This is an optimization exercise on Yosys and OpenROAD, whose aim is small area, not a production implementation.
In this exercise RTL edits were held to simulation tests only and were not proved equivalent to the original.
Power is estimated from default activity; no workload was simulated.

`design/flow/design.v`:
```
`timescale 1ns / 1ps
module uart_rx (
    input  wire       clk,
    input  wire       rst_n,
    input  wire       rx,
    output reg  [7:0] rx_data,
    output reg        rx_done
);
    reg [3:0] baud_cnt;
    reg [3:0] bit_idx;
    reg       rx_busy;
    reg       rx_d1, rx_d2;
    always @(posedge clk) begin
        rx_d1 <= rx;
        rx_d2 <= rx_d1;
    end
    wire tick = rx_busy && (baud_cnt == 4'd15);
    always @(posedge clk or negedge rst_n) begin
        if (!rst_n) begin
            baud_cnt <= 4'd0;
            bit_idx  <= 4'd0;
            rx_busy  <= 1'b0;
            rx_done  <= 1'b0;
        end else begin
            rx_done <= 1'b0;
            if (!rx_busy) begin
                if (!rx_d2) begin
                    rx_busy  <= 1'b1;
                    baud_cnt <= 4'd8;
                    bit_idx  <= 4'd0;
                end
            end else begin
                baud_cnt <= baud_cnt + 4'd1;
                if (tick) begin
                    bit_idx <= bit_idx + 4'd1;
                    if (bit_idx == 4'd9) begin
                        rx_busy <= 1'b0;
                        rx_done <= 1'b1;
                    end
                end
            end
        end
    end
    always @(posedge clk)
        if (tick && bit_idx != 4'd0 && bit_idx != 4'd9)
            rx_data <= {rx_d2, rx_data[7:1]};
endmodule
`timescale 1ns / 1ps
module uart_tx (
    input  wire       clk,
    input  wire       rst_n,
    input  wire       tx_start,
    input  wire [7:0] tx_data,
    output wire       tx,
    output wire       tx_busy
);
    reg [10:0] sh;
    reg [3:0]  baud_cnt;
    assign tx      = sh[0];
    assign tx_busy = |sh[10:1];
    always @(posedge clk or negedge rst_n) begin
        if (!rst_n) begin
            sh       <= 11'd1;
            baud_cnt <= 4'd0;
        end else if (tx_start && !tx_busy) begin
            sh <= {1'b1, tx_data, 1'b0, 1'b1};
        end else if (tx_busy) begin
            baud_cnt <= baud_cnt + 4'd1;
            if (baud_cnt == 4'd15)
                sh <= {1'b0, sh[10:1]};
        end
    end
endmodule
`timescale 1ns / 1ps
module config_manager (
    input  wire       clk,
    input  wire       rst_n,
    input  wire [1:0] dip_sw,
    output reg        config_changed
);
    reg [1:0] prev_dip_sw;
    always @(posedge clk or negedge rst_n) begin
        if (!rst_n) begin
            prev_dip_sw    <= 2'b00;
            config_changed <= 1'b0;
        end else begin
            prev_dip_sw    <= dip_sw;
            config_changed <= (prev_dip_sw != dip_sw);
        end
    end
endmodule
`timescale 1ns/1ps
module storage (
    input  wire        clk,
    input  wire        rst_n,        
    input  wire        srst_n,       
    input  wire [1:0]  dip_sw,       
    input  wire        wr_en,
    input  wire        wr_sel_in,    
    input  wire [2:0]  in_rows,
    input  wire [2:0]  in_cols,
    input  wire [2:0]  gen_rows,
    input  wire [2:0]  gen_cols,
    input  wire [4:0]  gen_off,
    input  wire        mw_en,        
    input  wire [3:0]  mw_dig,
    input  wire        gw_en,        
    input  wire [3:0]  gw_dig,
    input  wire        query_en,
    input  wire [3:0]  query_id,
    output reg         q_valid,
    output reg  [2:0]  q_rows,
    output reg  [2:0]  q_cols,
    input  wire        rd_adv,       
    output wire [3:0]  rd_dig,
    output reg  [3:0]  total_matrices,
    output reg  [4:0]  ph
);
    localparam NB = 14;
    localparam [3:0] IN_BUF0 = 4'd12, GEN_BUF0 = 4'd13;
    always @(posedge clk or negedge rst_n)
        if (!rst_n) ph <= 5'd0;
        else        ph <= (ph == 5'd24) ? 5'd0 : ph + 5'd1;
    reg [3:0] in_buf, gen_buf;
    wire [3:0] tap [0:NB-1];
    genvar gb;
    generate
        for (gb = 0; gb < NB; gb = gb + 1) begin : ring
            reg [99:0] r;
            assign tap[gb] = r[3:0];
            wire [3:0] din = (gw_en && gen_buf == gb) ? gw_dig :
                             (mw_en && in_buf  == gb) ? mw_dig : r[3:0];
            always @(posedge clk)
                r <= {din, r[99:4]};
        end
    endgenerate
    reg [99:0] snap;
    reg [4:0]  copy_cnt;
    reg [3:0]  copy_src;
    wire       copying = (copy_cnt != 5'd0);
    reg [3:0] src_tap;
    integer sb;
    always @(*) begin
        src_tap = 4'd0;
        for (sb = 0; sb < NB; sb = sb + 1)
            if (copy_src == sb) src_tap = tap[sb];
    end
    always @(posedge clk)
        snap <= {copying ? src_tap : snap[3:0], snap[99:4]};
    reg [4:0] rd_ptr;
    reg [3:0] rd_sel;
    integer c;
    always @(*) begin
        rd_sel = 4'd0;
        for (c = 0; c < 25; c = c + 1)
            if (rd_ptr == c) rd_sel = snap[4*c +: 4];
    end
    assign rd_dig = rd_sel;
    reg  [35:0] s_rows;    
    reg  [35:0] s_cols;
    reg  [59:0] s_off;     
    reg  [143:0] older;    
    wire [2:0] w_rows = wr_sel_in ? in_rows : gen_rows;
    wire [2:0] w_cols = wr_sel_in ? in_cols : gen_cols;
    wire [2:0] max_pt = {1'b0, dip_sw} + 3'd2;
    reg  [11:0] same, valid;
    reg  [3:0]  same_cnt;
    integer i, j;
    always @(*) begin
        same_cnt = 4'd0;
        for (i = 0; i < 12; i = i + 1) begin
            valid[i] = (i < total_matrices);
            same[i]  = valid[i] && s_rows[3*i +: 3] == w_rows && s_cols[3*i +: 3] == w_cols;
            same_cnt = same_cnt + {3'd0, same[i]};
        end
    end
    wire        use_same = (same_cnt >= {1'b0, max_pt});
    wire [11:0] cand = use_same ? same : valid;
    reg [11:0] oldest;
    reg [3:0]  oldest_pos;
    always @(*) begin
        oldest_pos = 4'd0;
        for (i = 0; i < 12; i = i + 1) begin
            oldest[i] = cand[i];
            for (j = 0; j < 12; j = j + 1) begin
                if (j < i) oldest[i] = oldest[i] & (!cand[j] | !older[12*j+i]);
                if (j > i) oldest[i] = oldest[i] & (!cand[j] |  older[12*i+j]);
            end
            if (oldest[i]) oldest_pos = oldest_pos | i;
        end
    end
    wire [3:0] find_pos = (use_same || total_matrices == 4'd12) ? oldest_pos : total_matrices;
    reg       wr_state;
    reg [3:0] write_pos;
    reg [2:0] cur_rows, cur_cols;
    reg       cur_in;
    always @(posedge clk) begin
        if (!wr_state && wr_en) begin
            write_pos <= find_pos;
            cur_rows  <= w_rows;
            cur_cols  <= w_cols;
            cur_in    <= wr_sel_in;
        end
    end
    always @(posedge clk or negedge srst_n) begin
        if (!srst_n) begin
            wr_state       <= 1'b0;
            total_matrices <= 4'd0;
            q_valid        <= 1'b0;
        end else begin
            q_valid <= 1'b0;
            if (!wr_state) begin
                if (wr_en) wr_state <= 1'b1;
            end else begin
                wr_state <= 1'b0;
                if (write_pos == total_matrices)
                    total_matrices <= total_matrices + 4'd1;
            end
            if (query_en && query_id < total_matrices)
                q_valid <= 1'b1;
        end
    end
    always @(posedge clk) begin
        if (wr_state) begin
            for (i = 0; i < 12; i = i + 1) begin
                if (write_pos == i) begin
                    s_rows[3*i +: 3] <= cur_rows;
                    s_cols[3*i +: 3] <= cur_cols;
                    s_off[5*i +: 5]  <= cur_in ? 5'd0 : gen_off;
                end
                for (j = i + 1; j < 12; j = j + 1) begin
                    if (write_pos == j) older[12*i+j] <= 1'b1;
                    if (write_pos == i) older[12*i+j] <= 1'b0;
                end
            end
        end
    end
    reg [47:0] map;        
    reg [3:0] old_buf;
    integer mb;
    always @(*) begin
        old_buf = 4'd0;
        for (mb = 0; mb < 12; mb = mb + 1)
            if (write_pos == mb) old_buf = map[4*mb +: 4];
    end
    always @(posedge clk or negedge rst_n) begin
        if (!rst_n) begin
            map     <= {4'd11, 4'd10, 4'd9, 4'd8, 4'd7, 4'd6, 4'd5, 4'd4, 4'd3, 4'd2, 4'd1, 4'd0};
            in_buf  <= IN_BUF0;
            gen_buf <= GEN_BUF0;
        end else if (wr_state) begin
            for (mb = 0; mb < 12; mb = mb + 1)
                if (write_pos == mb) map[4*mb +: 4] <= cur_in ? in_buf : gen_buf;
            if (cur_in) in_buf  <= old_buf;
            else        gen_buf <= old_buf;
        end
    end
    wire q_acc = query_en && (query_id < total_matrices);
    always @(posedge clk or negedge rst_n) begin
        if (!rst_n) begin
            copy_cnt <= 5'd0;
        end else if (q_acc) begin
            copy_cnt <= 5'd25;
        end else if (copying) begin
            copy_cnt <= copy_cnt - 5'd1;
        end
    end
    reg [4:0] q_off;
    reg [3:0] q_buf;
    reg [2:0] q_r, q_c;
    integer qb;
    always @(*) begin
        q_off = 5'd0; q_buf = 4'd0; q_r = 3'd0; q_c = 3'd0;
        for (qb = 0; qb < 12; qb = qb + 1)
            if (query_id == qb) begin
                q_off = s_off[5*qb +: 5];
                q_buf = map[4*qb +: 4];
                q_r   = s_rows[3*qb +: 3];
                q_c   = s_cols[3*qb +: 3];
            end
    end
    wire [5:0] qp0 = {1'b0, q_off} - {1'b0, ph} - 6'd1;
    wire [5:0] qp1 = qp0[5] ? qp0 + 6'd25 : qp0;
    always @(posedge clk) begin
        if (q_acc)
            rd_ptr <= qp1[4:0];
        else if (!rd_adv)
            rd_ptr <= (rd_ptr == 5'd0) ? 5'd24 : rd_ptr - 5'd1;
    end
    always @(posedge clk) begin
        if (q_acc) begin
            copy_src <= q_buf;
            q_rows   <= q_r;
            q_cols   <= q_c;
        end
    end
endmodule
`timescale 1ns / 1ps
module matrix_in (
    input  wire       clk,
    input  wire       rst_n,
    input  wire       en,
    input  wire       rx_done,
    input  wire [7:0] rx_data,
    input  wire [4:0] ph,
    output reg  [2:0] matrix_rows,
    output reg  [2:0] matrix_cols,
    output reg        input_data_done,
    output reg        error_latched,
    output wire       mw_en,
    output wire [3:0] mw_dig,
    input  wire       quiet_end,   
    output wire       quiet_inc    
);
    reg [4:0] recv_count;     
    reg       dim_bad;
    reg       elem_bad;
    reg       pend;           
    wire commit    = en && (recv_count != 5'd0) && quiet_end;
    wire bad_dim   = (rx_data == 8'd0) || (rx_data > 8'd5);
    wire take = en && rx_done && recv_count < 5'd27 && !commit;
    always @(posedge clk) begin
        if (take) begin
            if (recv_count == 5'd0) begin
                matrix_rows <= rx_data[2:0];
                dim_bad     <= bad_dim;
                elem_bad    <= 1'b0;
            end else if (recv_count == 5'd1) begin
                matrix_cols <= rx_data[2:0];
                dim_bad     <= dim_bad | bad_dim;
            end else begin
                elem_bad <= elem_bad | (rx_data > 8'd9);
            end
        end
    end
    wire [4:0] n_elem = (recv_count >= 5'd2) ? recv_count - 5'd2 : 5'd0;
    wire       place  = pend && (ph == recv_count - 5'd3);
    wire       zero   = (recv_count != 5'd0) && (ph >= n_elem);
    assign quiet_inc = en && !rx_done && (recv_count != 5'd0) && !commit;
    assign mw_en  = place | zero;
    assign mw_dig = place ? rx_data[3:0] : 4'd0;
    always @(posedge clk or negedge rst_n) begin
        if (!rst_n) begin
            recv_count      <= 5'd0;
            pend            <= 1'b0;
            error_latched   <= 1'b0;
            input_data_done <= 1'b0;
        end else begin
            input_data_done <= 1'b0;
            if (en && rx_done) begin
                if (recv_count < 5'd27 && !commit) begin
                    recv_count <= recv_count + 5'd1;
                    if (recv_count >= 5'd2)
                        pend <= 1'b1;
                end
            end
            if (commit) begin
                error_latched <= 1'b0;
                if (recv_count >= 5'd2) begin
                    if (dim_bad || elem_bad)
                        error_latched <= 1'b1;
                    else
                        input_data_done <= 1'b1;
                end
                recv_count   <= 5'd0;
            end
            if (place)
                pend <= 1'b0;
        end
    end
endmodule
`timescale 1ns / 1ps
module gen #(
    parameter RAND_SEED = 32'h87654321
) (
    input  wire       clk,
    input  wire       rst_n,
    input  wire       en,
    input  wire       rx_done,
    input  wire [7:0] rx_data,
    input  wire [4:0] ph,
    output reg  [2:0] m_reg,
    output reg  [2:0] n_reg,
    output reg        wr_done,
    output reg        gen_done,
    output reg        error_latched,
    output wire       gw_en,
    output wire [3:0] gw_dig,
    output reg  [4:0] gen_off,
    input  wire       quiet_end,   
    output wire       quiet_inc,   
    output wire       quiet_hold   
);
    localparam [2:0]
        S_IDLE  = 3'd0,
        S_RECV  = 3'd1,
        S_CHECK = 3'd2,
        S_GEN   = 3'd3,
        S_WRITE = 3'd4,
        S_DONE  = 3'd5,
        S_ERROR = 3'd6;
    reg [2:0]  state;
    reg [2:0]  recv_index;    
    reg [3:0]  k_reg;
    reg [1:0]  mode_reg;
    reg        dim_bad, k_bad;
    reg [3:0]  matrix_counter;
    reg [2:0]  row, col;      
    reg [3:0]  e_mod10;       
    reg [31:0] lfsr_reg;
    wire [31:0] lfsr_next = {lfsr_reg[30:0], lfsr_reg[31] ^ lfsr_reg[21] ^ lfsr_reg[1] ^ lfsr_reg[0]};
    wire bad_dim   = (rx_data == 8'd0) || (rx_data > 8'd5);
    wire elem      = (state == S_GEN) && (row < m_reg);
    wire take      = (state == S_RECV) && rx_done && (recv_index < 3'd4);
    wire counting   = (state == S_RECV) && !take && (recv_index != 3'd0);
    assign quiet_inc  = counting && !quiet_end;
    assign quiet_hold = counting && quiet_end;
    reg [3:0] elem_value;
    always @(*) begin
        case (mode_reg)
            2'b00: elem_value = (lfsr_reg[3:0] >= 4'd10) ? lfsr_reg[3:0] - 4'd10 : lfsr_reg[3:0];
            2'b01: elem_value = e_mod10;
            2'b10: elem_value = {1'b0, row} + {1'b0, col};
            default: elem_value = {3'b000, row == col};
        endcase
    end
    always @(posedge clk or negedge rst_n) begin
        if (!rst_n) begin
            state         <= S_IDLE;
            recv_index    <= 3'd0;
            gen_done      <= 1'b0;
            error_latched <= 1'b0;
            wr_done       <= 1'b0;
            lfsr_reg      <= RAND_SEED;
        end else begin
            wr_done <= 1'b0;
            case (state)
                S_IDLE: begin
                    if (en) begin
                        state         <= S_RECV;
                        recv_index    <= 3'd0;
                                    gen_done      <= 1'b0;
                        error_latched <= 1'b0;
                    end
                end
                S_RECV: begin
                    if (take)
                        recv_index <= recv_index + 3'd1;
                    if ((recv_index >= 3'd3 && quiet_end) || recv_index[2])
                        state <= S_CHECK;
                    if (!en)
                        state <= S_IDLE;
                end
                S_CHECK: begin
                    if (dim_bad || k_bad || recv_index < 3'd3) begin
                        error_latched <= 1'b1;
                        state         <= S_ERROR;
                    end else begin
                        error_latched <= 1'b0;
                        state         <= S_GEN;
                    end
                end
                S_GEN: begin
                    if (elem)
                        lfsr_reg <= lfsr_next;
                    else
                        state <= S_WRITE;
                end
                S_WRITE: begin
                    wr_done <= 1'b1;
                    if (matrix_counter + 4'd1 >= k_reg)
                        state <= S_DONE;
                    else
                        state <= S_GEN;
                end
                S_DONE: begin
                    gen_done <= 1'b1;
                    if (!en) state <= S_IDLE;
                end
                S_ERROR: begin
                    if (!en) state <= S_IDLE;
                end
                default: state <= S_IDLE;
            endcase
        end
    end
    always @(posedge clk) begin
        if (take) begin
            case (recv_index[1:0])
                2'd0: begin
                    m_reg    <= rx_data[2:0];
                    dim_bad  <= bad_dim;
                    mode_reg <= 2'd0;
                end
                2'd1: begin
                    n_reg   <= rx_data[2:0];
                    dim_bad <= dim_bad | bad_dim;
                end
                2'd2: begin
                    k_reg <= rx_data[3:0];
                    k_bad <= (rx_data == 8'd0) || (rx_data > 8'd12);
                end
                default: mode_reg <= rx_data[1:0];
            endcase
        end
        if (state == S_CHECK)
            matrix_counter <= 4'd0;
        else if (state == S_WRITE)
            matrix_counter <= matrix_counter + 4'd1;
        if (elem) begin
            e_mod10 <= (e_mod10 == 4'd9) ? 4'd0 : e_mod10 + 4'd1;
            if (col + 3'd1 == n_reg) begin
                col <= 3'd0;
                row <= row + 3'd1;
            end else begin
                col <= col + 3'd1;
            end
        end else if (state == S_CHECK || state == S_GEN) begin
            row     <= 3'd0;
            col     <= 3'd0;
            e_mod10 <= 4'd0;
        end
    end
    reg [3:0] pv;
    reg       pv5;
    reg [3:0] pd1, pd2, pd3, pd4;
    always @(posedge clk or negedge rst_n) begin
        if (!rst_n) begin
            pv  <= 4'd0;
            pv5 <= 1'b0;
        end else begin
            pv  <= {pv[2:0], elem};
            pv5 <= pv[3];
        end
    end
    always @(posedge clk) begin
        pd1 <= elem_value;
        pd2 <= pd1;
        pd3 <= pd2;
        pd4 <= pd3;
        if (pv[3] && !pv5)
            gen_off <= ph;
    end
    assign gw_en  = pv[3];
    assign gw_dig = pd4;
endmodule
`timescale 1ns/1ps
module matrix_display (
    input  wire       clk,
    input  wire       rst_n,
    input  wire       display_en,
    output reg        query_en,
    output reg  [3:0] matrix_id,
    input  wire [2:0] q_rows,
    input  wire [2:0] q_cols,
    input  wire       q_valid,
    output wire       rd_adv,
    input  wire [3:0] rd_dig,
    input  wire [3:0] total_matrices,
    output reg        uart_tx_start,
    output reg  [7:0] uart_tx_data,
    input  wire       uart_tx_busy,
    output reg        display_done
);
    localparam ST_IDLE      = 4'd0;
    localparam ST_START     = 4'd1;
    localparam ST_QUERY     = 4'd2;
    localparam ST_WAIT_DATA = 4'd3;
    localparam ST_SEND_HDR  = 4'd4;
    localparam ST_SEND_DATA = 4'd5;
    localparam ST_NEXT      = 4'd6;
    localparam ST_SEND_STAT = 4'd7;
    localparam ST_DONE      = 4'd8;
    reg [3:0] state, next_state;
    reg [2:0] row_idx, col_idx;
    reg [4:0] byte_counter;
    reg       data_ready;
    reg       sep_phase;
    wire tx_ready = !uart_tx_busy && !uart_tx_start;
    wire ge10 = (total_matrices >= 4'd10);
    wire [4:0] stat_last = ge10 ? 5'd17 : 5'd16;
    wire has_more = (matrix_id < total_matrices);
    assign rd_adv = (state == ST_SEND_DATA) && tx_ready && (row_idx < q_rows) && sep_phase;
    always @(posedge clk or negedge rst_n) begin
        if (!rst_n) state <= ST_IDLE;
        else        state <= next_state;
    end
    always @(*) begin
        next_state = state;
        case (state)
            ST_IDLE:      if (display_en) next_state = ST_START;
            ST_START:     next_state = ST_QUERY;
            ST_QUERY:     next_state = ST_WAIT_DATA;
            ST_WAIT_DATA: begin
                if (data_ready)       next_state = ST_SEND_HDR;
                else if (!has_more)   next_state = ST_SEND_STAT;
                else if (!display_en) next_state = ST_IDLE;
            end
            ST_SEND_HDR:  if (byte_counter == 5'd19 && tx_ready) next_state = ST_SEND_DATA;
            ST_SEND_DATA: if (row_idx >= q_rows && tx_ready) next_state = ST_NEXT;
            ST_NEXT:      next_state = has_more ? ST_QUERY : ST_SEND_STAT;
            ST_SEND_STAT: if (byte_counter == stat_last && tx_ready) next_state = ST_DONE;
            ST_DONE:      if (!display_en) next_state = ST_IDLE;
            default:      next_state = ST_IDLE;
        endcase
    end
    reg [7:0] hdr;
    always @(*) begin
        case (byte_counter)
            5'd0:  hdr = 8'h0D;
            5'd1:  hdr = 8'h0A;
            5'd2:  hdr = 8'h4D;
            5'd3:  hdr = 8'h61;
            5'd4:  hdr = 8'h74;
            5'd5:  hdr = 8'h72;
            5'd6:  hdr = 8'h69;
            5'd7:  hdr = 8'h78;
            5'd8:  hdr = 8'h20;
            5'd9:  hdr = 8'h23;
            5'd10: hdr = (matrix_id > 4'd9) ? 8'h37 + {4'd0, matrix_id} : 8'h30 + {4'd0, matrix_id};
            5'd11: hdr = 8'h3A;
            5'd12: hdr = 8'h20;
            5'd13: hdr = 8'h5B;
            5'd14: hdr = 8'h30 + {5'd0, q_rows};
            5'd15: hdr = 8'h78;
            5'd16: hdr = 8'h30 + {5'd0, q_cols};
            5'd17: hdr = 8'h5D;
            5'd18: hdr = 8'h3A;
            default: hdr = 8'h20;
        endcase
    end
    reg [7:0] stat;
    always @(*) begin
        case (byte_counter)
            5'd0:  stat = 8'h0D;
            5'd1:  stat = 8'h0A;
            5'd2:  stat = 8'h2D;
            5'd3:  stat = 8'h2D;
            5'd4:  stat = 8'h2D;
            5'd5:  stat = 8'h0D;
            5'd6:  stat = 8'h0A;
            5'd7:  stat = 8'h54;
            5'd8:  stat = 8'h6F;
            5'd9:  stat = 8'h74;
            5'd10: stat = 8'h61;
            5'd11: stat = 8'h6C;
            5'd12: stat = 8'h3A;
            5'd13: stat = 8'h20;
            5'd14: stat = ge10 ? 8'h31 : 8'h30 + {4'd0, total_matrices};
            5'd15: stat = ge10 ? 8'h30 + {4'd0, total_matrices - 4'd10} : 8'h0D;
            5'd16: stat = ge10 ? 8'h0D : 8'h0A;
            default: stat = 8'h0A;
        endcase
    end
    wire send_hdr  = (state == ST_SEND_HDR)  && tx_ready;
    wire send_data = (state == ST_SEND_DATA) && tx_ready && (row_idx < q_rows);
    wire send_stat = (state == ST_SEND_STAT) && tx_ready;
    always @(posedge clk or negedge rst_n) begin
        if (!rst_n) begin
            query_en      <= 1'b0;
            matrix_id     <= 4'd0;
            uart_tx_start <= 1'b0;
            display_done  <= 1'b0;
            byte_counter  <= 5'd0;
            data_ready    <= 1'b0;
        end else begin
            query_en      <= 1'b0;
            uart_tx_start <= send_hdr || send_data || (send_stat && (byte_counter != 5'd17 || ge10));
            case (state)
                ST_IDLE: begin
                    matrix_id    <= 4'd0;
                    display_done <= 1'b0;
                    data_ready   <= 1'b0;
                end
                ST_START: begin
                    matrix_id  <= 4'd0;
                    data_ready <= 1'b0;
                end
                ST_QUERY: begin
                    if (has_more) begin
                        query_en   <= 1'b1;
                        data_ready <= 1'b0;
                    end
                end
                ST_WAIT_DATA: begin
                    if (q_valid) data_ready <= 1'b1;
                end
                ST_SEND_HDR: begin
                    if (tx_ready)
                        byte_counter <= (byte_counter < 5'd19) ? byte_counter + 5'd1 : 5'd0;
                end
                ST_NEXT: begin
                    matrix_id    <= matrix_id + 4'd1;
                    data_ready   <= 1'b0;
                    byte_counter <= 5'd0;
                end
                ST_SEND_STAT: begin
                    if (tx_ready)
                        byte_counter <= (byte_counter < stat_last) ? byte_counter + 5'd1 : 5'd0;
                end
                ST_DONE: begin
                    display_done <= 1'b1;
                end
                default: ;
            endcase
        end
    end
    always @(posedge clk) begin
        if (send_hdr) begin
            uart_tx_data <= hdr;
            if (byte_counter == 5'd19) begin
                row_idx   <= 3'd0;
                col_idx   <= 3'd0;
                sep_phase <= 1'b0;
            end
        end
        if (send_data) begin
            if (!sep_phase) begin
                uart_tx_data <= {4'h3, rd_dig};
                sep_phase    <= 1'b1;
            end else begin
                sep_phase <= 1'b0;
                if (col_idx + 3'd1 < q_cols) begin
                    uart_tx_data <= 8'h20;
                    col_idx      <= col_idx + 3'd1;
                end else begin
                    uart_tx_data <= 8'h0D;
                    col_idx      <= 3'd0;
                    row_idx      <= row_idx + 3'd1;
                end
            end
        end
        if (state == ST_NEXT)
            sep_phase <= 1'b0;
        if (send_stat && (byte_counter != 5'd17 || ge10))
            uart_tx_data <= stat;
    end
endmodule
`timescale 1ns / 1ps
module top #(
    parameter CNT_MAX = 6'd63
) (
    input  wire clk,
    input  wire rst_n,
    input  wire [7:0] key,
    input  wire uart_rx,
    output wire uart_tx,
    output reg [4:0] state,
    input  uart_tx_rst_n,
    input  uart_rx_rst_n,
    input  send_one,
    input  send_two,
    input  wire [1:0] mode,
    output reg input_error,
    output uart_tx_work,
    output uart_rx_work,
    output work
);
assign work = rst_n;
assign uart_rx_work = uart_rx_rst_n;
assign uart_tx_work = uart_tx_rst_n;
localparam IDLE       = 5'b00001;
localparam MATRIX_IN  = 5'b00010;
localparam MATRIX_GEN = 5'b00100;
localparam MATRIX_DIS = 5'b01000;
localparam MATRIX_OP  = 5'b10000;
wire [7:0] rx_data;
wire rx_done;
uart_rx uart_rx_inst (
    .clk(clk), .rst_n(uart_rx_rst_n), .rx(uart_rx),
    .rx_data(rx_data), .rx_done(rx_done)
);
reg send_one_d1, send_one_d2;
always @(posedge clk or negedge uart_tx_rst_n) begin
    if (!uart_tx_rst_n) begin
        send_one_d1 <= 1'b0;
        send_one_d2 <= 1'b0;
    end else begin
        send_one_d1 <= send_one;
        send_one_d2 <= send_one_d1;
    end
end
wire send_flag = ~send_one_d1 & send_one_d2;
reg [5:0] cnt_20ms;
reg key_flag;
reg key_sync1, key_sync2;
always @(posedge clk or negedge uart_tx_rst_n) begin
    if (!uart_tx_rst_n) begin
        key_sync1 <= 1'b0;
        key_sync2 <= 1'b0;
        cnt_20ms  <= 6'd0;
        key_flag  <= 1'b0;
    end else begin
        key_sync1 <= send_two;
        key_sync2 <= key_sync1;
        if (!key_sync2)
            cnt_20ms <= 6'd0;
        else if (cnt_20ms != CNT_MAX)
            cnt_20ms <= cnt_20ms + 6'd1;
        key_flag <= (cnt_20ms == CNT_MAX - 6'd1);
    end
end
wire config_changed;
config_manager config_manager_inst (
    .clk(clk), .rst_n(rst_n), .dip_sw(key[1:0]), .config_changed(config_changed)
);
wire storage_rst_n = rst_n && !config_changed;
wire [4:0] ph;
reg [8:0] quiet_cnt;
wire quiet_end = quiet_cnt[8] & quiet_cnt[5] & quiet_cnt[3] & quiet_cnt[2];
wire in_quiet_inc, gen_quiet_inc, gen_quiet_hold;
always @(posedge clk or negedge rst_n) begin
    if (!rst_n)
        quiet_cnt <= 9'd0;
    else if (in_quiet_inc || gen_quiet_inc)
        quiet_cnt <= quiet_cnt + 9'd1;
    else if (!gen_quiet_hold)
        quiet_cnt <= 9'd0;
end
wire [2:0] in_rows, in_cols;
wire input_data_done, error_latched;
wire mw_en;
wire [3:0] mw_dig;
matrix_in matrix_in_inst (
    .clk(clk), .rst_n(rst_n), .en(state == MATRIX_IN),
    .rx_done(rx_done), .rx_data(rx_data), .ph(ph),
    .matrix_rows(in_rows), .matrix_cols(in_cols),
    .input_data_done(input_data_done), .error_latched(error_latched),
    .mw_en(mw_en), .mw_dig(mw_dig),
    .quiet_end(quiet_end), .quiet_inc(in_quiet_inc)
);
wire matrix_in_wr_en = (state == MATRIX_IN) && input_data_done && !error_latched;
wire [2:0] gen_rows, gen_cols;
wire gen_wr_done, gen_done, gen_error_latched;
wire gw_en;
wire [3:0] gw_dig;
wire [4:0] gen_off;
gen #(.RAND_SEED(32'h87654321)) gen_inst (
    .clk(clk), .rst_n(rst_n), .en(state == MATRIX_GEN),
    .rx_done(rx_done), .rx_data(rx_data), .ph(ph),
    .m_reg(gen_rows), .n_reg(gen_cols),
    .wr_done(gen_wr_done), .gen_done(gen_done), .error_latched(gen_error_latched),
    .gw_en(gw_en), .gw_dig(gw_dig), .gen_off(gen_off),
    .quiet_end(quiet_end), .quiet_inc(gen_quiet_inc), .quiet_hold(gen_quiet_hold)
);
reg [1:0] matrix_in_wr_cnt, gen_wr_cnt, q_valid_cnt;
wire storage_q_valid;
always @(posedge clk or negedge rst_n) begin
    if (!rst_n) begin
        matrix_in_wr_cnt <= 2'd0;
        gen_wr_cnt       <= 2'd0;
        q_valid_cnt      <= 2'd0;
    end else begin
        if (matrix_in_wr_en)            matrix_in_wr_cnt <= 2'd2;
        else if (matrix_in_wr_cnt != 0) matrix_in_wr_cnt <= matrix_in_wr_cnt - 2'd1;
        if (gen_wr_done)                gen_wr_cnt <= 2'd2;
        else if (gen_wr_cnt != 0)       gen_wr_cnt <= gen_wr_cnt - 2'd1;
        if (storage_q_valid)            q_valid_cnt <= 2'd2;
        else if (q_valid_cnt != 0)      q_valid_cnt <= q_valid_cnt - 2'd1;
    end
end
wire matrix_in_wr_en_wide = (matrix_in_wr_cnt != 2'd0);
wire gen_wr_en_wide = (gen_wr_cnt != 2'd0);
wire display_query_en;
wire [3:0] display_query_id;
wire [2:0] q_rows, q_cols;
wire rd_adv;
wire [3:0] rd_dig;
wire [3:0] total_matrices;
storage storage_inst (
    .clk(clk), .rst_n(rst_n), .srst_n(storage_rst_n), .dip_sw(key[1:0]),
    .wr_en(matrix_in_wr_en_wide || gen_wr_en_wide), .wr_sel_in(matrix_in_wr_en_wide),
    .in_rows(in_rows), .in_cols(in_cols),
    .gen_rows(gen_rows), .gen_cols(gen_cols), .gen_off(gen_off),
    .mw_en(mw_en), .mw_dig(mw_dig), .gw_en(gw_en), .gw_dig(gw_dig),
    .query_en(display_query_en), .query_id(display_query_id),
    .q_valid(storage_q_valid), .q_rows(q_rows), .q_cols(q_cols),
    .rd_adv(rd_adv), .rd_dig(rd_dig),
    .total_matrices(total_matrices), .ph(ph)
);
wire tx_busy;
wire display_done;
wire display_tx_start;
wire [7:0] display_tx_data;
matrix_display display_inst (
    .clk(clk), .rst_n(rst_n), .display_en(state == MATRIX_DIS),
    .query_en(display_query_en), .matrix_id(display_query_id),
    .q_rows(q_rows), .q_cols(q_cols), .q_valid(q_valid_cnt != 2'd0),
    .rd_adv(rd_adv), .rd_dig(rd_dig),
    .total_matrices(total_matrices),
    .uart_tx_start(display_tx_start), .uart_tx_data(display_tx_data),
    .uart_tx_busy(tx_busy), .display_done(display_done)
);
wire dis = (state == MATRIX_DIS);
uart_tx uart_tx_inst (
    .clk(clk), .rst_n(uart_tx_rst_n),
    .tx_start(dis ? display_tx_start : send_flag),
    .tx_data(dis ? display_tx_data : key),
    .tx(uart_tx), .tx_busy(tx_busy)
);
reg [5:0] err_cnt;
always @(posedge clk or negedge rst_n) begin
    if (!rst_n) begin
        input_error <= 1'b0;
        err_cnt <= 6'd0;
    end else if (error_latched || gen_error_latched) begin
        err_cnt <= 6'd0;
        input_error <= 1'b1;
    end else if (err_cnt != CNT_MAX) begin
        err_cnt <= err_cnt + 6'd1;
    end else begin
        input_error <= 1'b0;
    end
end
reg [4:0] next_state;
always @(posedge clk or negedge rst_n) begin
    if (!rst_n) state <= IDLE;
    else        state <= next_state;
end
always @(*) begin
    next_state = state;
    case (state)
        IDLE: begin
            if (key_flag) begin
                case (mode)
                    2'b00: next_state = MATRIX_IN;
                    2'b01: next_state = MATRIX_GEN;
                    2'b10: next_state = MATRIX_DIS;
                    default: next_state = MATRIX_OP;
                endcase
            end
        end
        MATRIX_IN:  if (matrix_in_wr_en || (key_flag && mode != 2'b00)) next_state = IDLE;
        MATRIX_GEN: if (gen_done || (key_flag && mode != 2'b01)) next_state = IDLE;
        MATRIX_DIS: if (display_done || (key_flag && mode != 2'b10)) next_state = IDLE;
        MATRIX_OP:  if (key_flag && mode != 2'b11) next_state = IDLE;
        default: next_state = IDLE;
    endcase
end
endmodule
```
`design/flow/flow/run.sh`:
```
#!/bin/bash
set -euo pipefail
rm -rf myscripts
cp -r "$FLOW_HOME/scripts" myscripts
cp flow/abc_area.script myscripts/abc_area.script
export CTS_ARGS="-sink_clustering_enable -repair_clock_nets -dont_use_dummy_load -sink_clustering_size 16 -sink_clustering_max_diameter 50 -buf_list sky130_fd_sc_hd__clkbuf_8"
bash standard.sh "SCRIPTS_DIR=$PWD/myscripts" finish > standard.log 2>&1
```
`design/flow/flow/abc_area.script`:
```
strash
&get -n
&deepsyn -T 60
&put
dch -f
map -a
strash
dch -f
map -a
strash
dch -f
amap
topo
```
`design/flow/standard.sh`:
```
#!/bin/bash
# synth_recipe.tcl (not shown) runs the flow's synth.tcl, then flattens the netlist and writes it again
# the make line also repeats each setting of config.mk as NAME=value (left out here)
make -C /OpenROAD-flow-scripts/flow DESIGN_CONFIG=/design/flow/config.mk WORK_HOME=/design/flow/orfs CLKGATE_MAP_FILE= SYNTH_SCRIPT=/design/flow/synth_recipe.tcl "${@:-finish}"
```
`design/flow/config.mk`:
```
export PLATFORM = sky130hd
export DESIGN_NAME = top
export DESIGN_NICKNAME = top
export VERILOG_FILES = /design/flow/design.v
export SDC_FILE = /design/flow/constraint.sdc
export NUM_CORES = 4
export LEC_CHECK = 0
export ABC_AREA = 1
export CAP_MARGIN = 20
export CORE_MARGIN = 2
export CORE_UTILIZATION = 70
export CTS_BUF_LIST = sky130_fd_sc_hd__clkbuf_8
export CTS_CLUSTER_DIAMETER = 50
export CTS_CLUSTER_SIZE = 16
export PLACE_DENSITY = 0.78
export SLEW_MARGIN = 20
```
`design/flow/constraint.sdc`:
```
create_clock -name core_clock -period 44.0 [get_ports {clk}]
set_input_delay 8.8000 -clock core_clock [delete_from_list [all_inputs] [get_ports {clk}]]
set_output_delay 8.8000 -clock core_clock [all_outputs]
set_load 0.01 [all_outputs]
```
==> impl.org <==
** Yosys
- The synthesized design contains 276 enable-type register cells.
- The synthesized design contains 2014 register bits.
- Of the synthesized area, sequential elements account for 0.7825.
- Instance count of the mapped netlist :: 4187
- The Yosys step of the flow raised 8 warnings.
- The number of different library cells used by synthesis comes to 63.
- The average instance in the mapped netlist occupies 13.48 µm².
- Syn Std Cell Area :: 56460 µm²
- Predominant post-synthesis flop cell :: dfxtp_1
- Fraction of synthesis flops using an asynchronous set or reset pin :: 0.1038
- Counting every net in the synthesized netlist gives 4304.

** Timing
- Max-slew headroom at the worst pin :: 0.1604
- Setup repair after global routing left no endpoint under its margin.
- Final-report setup violation count :: 0
- Endpoints failing hold :: 0
- Final-layout worst hold slack :: 276.0 ps
- For the pin with the worst max-slew slack, the measured transition is 1248 ps.
- In the finished design, the share of the clock period the worst path needs comes to 0.4318.
- After layout, the minimum clock period comes to between 15000 and 20000 ps.
- Worst setup skew after layout :: between 100 and 150 ps
- Highest attainable clock frequency :: 0.05263 GHz
- Sum of negative setup slack :: 0 ps
- The final-report max-slew violation count is 0.

** Critical path
- STA classifies the critical path endpoint as a primary output.
- The kind of cell with the highest combined delay along the critical path is buffers and inverters.
- Counting both buffers and inverters, the worst setup path holds a total of 2.
- Cell type with the highest occurrence count on the critical path :: clkdlybuf4s50_1
- Worst endpoint data arrival time :: 10200 ps
- Of all nets on the critical path, the largest fanout is 11.
- Walking the worst path, the cells encountered are clkdlybuf4s50_1 -> clkdlybuf4s50_1.
- The worst register-to-register path has a setup slack of 34060 ps.
- The worst setup path is launched from an input pin.
- Crit path kind :: input pin to primary output
- Slowest-stage cell, CP :: clkdlybuf4s50_1
- Largest stage delay on the critical path :: 760 ps
- Required time of the worst setup path :: around 35000 ps

** CTS
- Clock latency on the worst-skew pair, taken at its later pin, is 820 ps.
- Root cell of the clock tree :: clkbuf_8
- Clock tree synthesis inserted a total of 157 buffers.
- CTS-repair resized insts :: 0
- Setup fix buffers added after clock tree synthesis :: 0
- Maximum clock path buffer count :: 3
- Hold Buf Count CTS :: 0
- The H-tree was split into 4 levels.
- Clock-pin slew was measured on the worst setup and hold paths at 90 ps.
- Clock tree synthesis found a total of 2014 sinks.
- CTS tree :: built

** GRT
- For this run, global-route usage on met2 was measured as 0.4557.
- The first global-routing pass estimated between 150 and 200 mm of wire.
- For this run the aggregate overflow at the end of global routing stands at 0.
- The via count of the first global-routing pass is about 32000.
- Maximum number of pins on one net before global-route repair :: 80
- Met3 Resource Use GR :: 0.06252
- The number of antenna violations at the first check in global routing was 11.
- For this run, the total global-route usage over all layers was measured as 0.2923.
- met2 is the most crowded layer.
- Global Route met1 Usage :: 0.4039

** Drt
- DRC errors left :: 0
- Total routed wirelength :: between 100 and 150 mm
- The count of nets left with antenna violations once routing finished came out at 0.
- The final route contains 32710 vias.
- DR vias/cell :: roughly 6.0
- After the first detailed-routing iteration, the DRC count stood at a little under 4000.
- Drt pass-1 iters :: 7
- After detailed routing, the average wire length per cell comes to 22.02 µm.

** Cells and area
- Most frequent cells in the layout :: dfxtp_1, nor2_1, clkinv_1
- Total of fill cells in the finished design :: around 4800
- Area growth from synthesis to layout :: 7.067%
- Layout net count :: 4513
- The library cell used most frequently in the layout, excluding fill and tap cells, is dfxtp_1.
- Registers with the highest flip-flop counts :: storage_inst.ring.r (1400), storage_inst.snap (100), storage_inst.older (66)
- Utilization after layout :: 0.7541
- The register with the most flip-flops in the layout has 1400 of them.
- Of the cells placed in the final design, the portion with a size suffix greater than 1 is 0.05416.
- Register ranked first by flip-flop count :: storage_inst.ring.r
- Post-layout instance count excluding filler cells :: 5459
- Layout Cell Area excl Fill :: 60450 µm²

** Place
- Buffers on Ports :: 26
- Counting tap cells, the placed design contains a total of 5295 instances.
- Final HPWL from detailed placement :: 83.02 mm
- The congestion estimate from routability-driven global placement came to between 0.9 and 1.
- After detailed placement, the total cell area comes to 58250 µm².

** Die
- Core ar. :: 80160 µm²
- In this run the vertical extent of the chip is 288 µm.
- Rows :: 104
- The die covers 82940 µm².
- The initial utilization of the core area, before any placement, comes to 0.7044.
- Boundary pin count :: 27
- Die extent in x :: between 200 and 300 µm

** Worst hold path
- The worst hold path belongs to the class flip-flop to flip-flop.

** Outcome
- The run finished with no timing, DRC or antenna violations.

** Power and ir drop
- Total power divided by cell area :: approximately 45 nW/µm²
- In this run the static leakage power is 23.22 nW.
- Worst IR Drop VDD :: ~0.04 mV

** Job
- Across the run, the number of max-cap violations was 0.
-- metal layers --
layer / up-vias / routed length [µm] / share of wire
met5: - / 27 / 0.00022
li1: 15030 / - / -
met1: 15510 / 49570 / 0.41
met4: 4 / 4840 / 0.040
met3: 416 / 11510 / 0.096
met2: 1749 / 54270 / 0.45
-- kinds of logic (layout without fill, tap and decap cells) --
group           Yosys count  count (layout)  share of synthesized area
flops                  2014            2014                     0.7825
simple gates            869             869                    0.06690
compound gates          842             842                     0.1030
buf+inv                 362             569                    0.02427
fa+ha+maj               100             100                    0.02336
other cells               0               5                          0
-- power breakdown --
part	internal, W	switching [W]	leakage, nW	total [W]
combinational	0.00000327	0.00000870	4.39	0.0000120
clock	0.000319	0.000521	1.13	0.000840
sequential	0.00186	0.000000535	17.7	0.00186
total	0.00218	0.000530	23.2	0.00271
-- cell usage after synthesis, drive strengths merged (37+ instances only) --
library cell  number  area share
a22oi             64      0.0085
o221ai            38      0.0059
dfxtp           1529        0.54
ha                91       0.020
o22ai            177       0.020
dfstp             40       0.019
a221oi            37      0.0057
edfxtp           276        0.15
nor3              74      0.0066
nor2             380       0.025
o21ai            142       0.013
nand3             41      0.0036
clkinv           358       0.024
nand2            235       0.016
a21oi            110      0.0098
dfrtp            169       0.075
-- final cells by class --
class	instances	area (µm²)	share of cell area
inverter	358	1344	0.02223
clock buffer	157	2161	0.03575
multi-input combinational	1811	10950	0.1811
timing repair buffer	54	479.2	0.007927
tap	1060	1326	0.02194
antenna	5	12.51	0.0002070
sequential	2014	44180	0.7308
-- worst paths after layout --
path / startpoint / endpoint / depth (start not counted)
max reg2reg: matrix_in_wr_cnt[0] / storage_inst.write_pos[2] / 29
min: storage_inst.ring[5].r[36] / storage_inst.ring[5].r[32] / 0
max: uart_rx_rst_n / uart_rx_work / 2
min reg2reg: storage_inst.ring[5].r[36] / storage_inst.ring[5].r[32] / 0
max in group asynchronous: rst_n / display_inst.state[0] / 2
min in group asynchronous: config_manager_inst.config_changed / storage_inst.total_matrices[2] / 1
-- per-stage QoR --
stage | total power (W) | setup slack (ps)
CTS | 0.002729 | 24970
finish | 0.002712 | 25000
floorplan | 0.001906 | 26280
global placement | 0.001914 | 24990
global route | 0.002792 | 24850
detailed placement | 0.001914 | 24960

[separate check: timing with driven ports]
How much do the figures lean on ideal ports? The routed layout below was timed once more, with nothing changed but the port constraints. Step 1 assumes that a clkbuf_16 drives the clock port and a buf_2 every other input. Step 2 moves the port delays by t, midway between the first and last clock arrival at a register: inputs arrive t later, outputs are due t later. That takes back most of the time a late clock gives input paths. a / b / c = ideal / step 1 / step 2; a / b = the first two.
t, ns: 0.837
setup slack, ns: 25.000 / 24.978 / 24.978
latest minus earliest clock arrival (ns): 0.128 / 0.128
slew at the worst register clock pin (ns): 0.10 / 0.10
pins driven straight from the clock port: 1
After both steps this run still meets setup and hold. For this run, drivers alone change the setup slack by -0.022 ns; drivers and shift together by -0.022 ns.
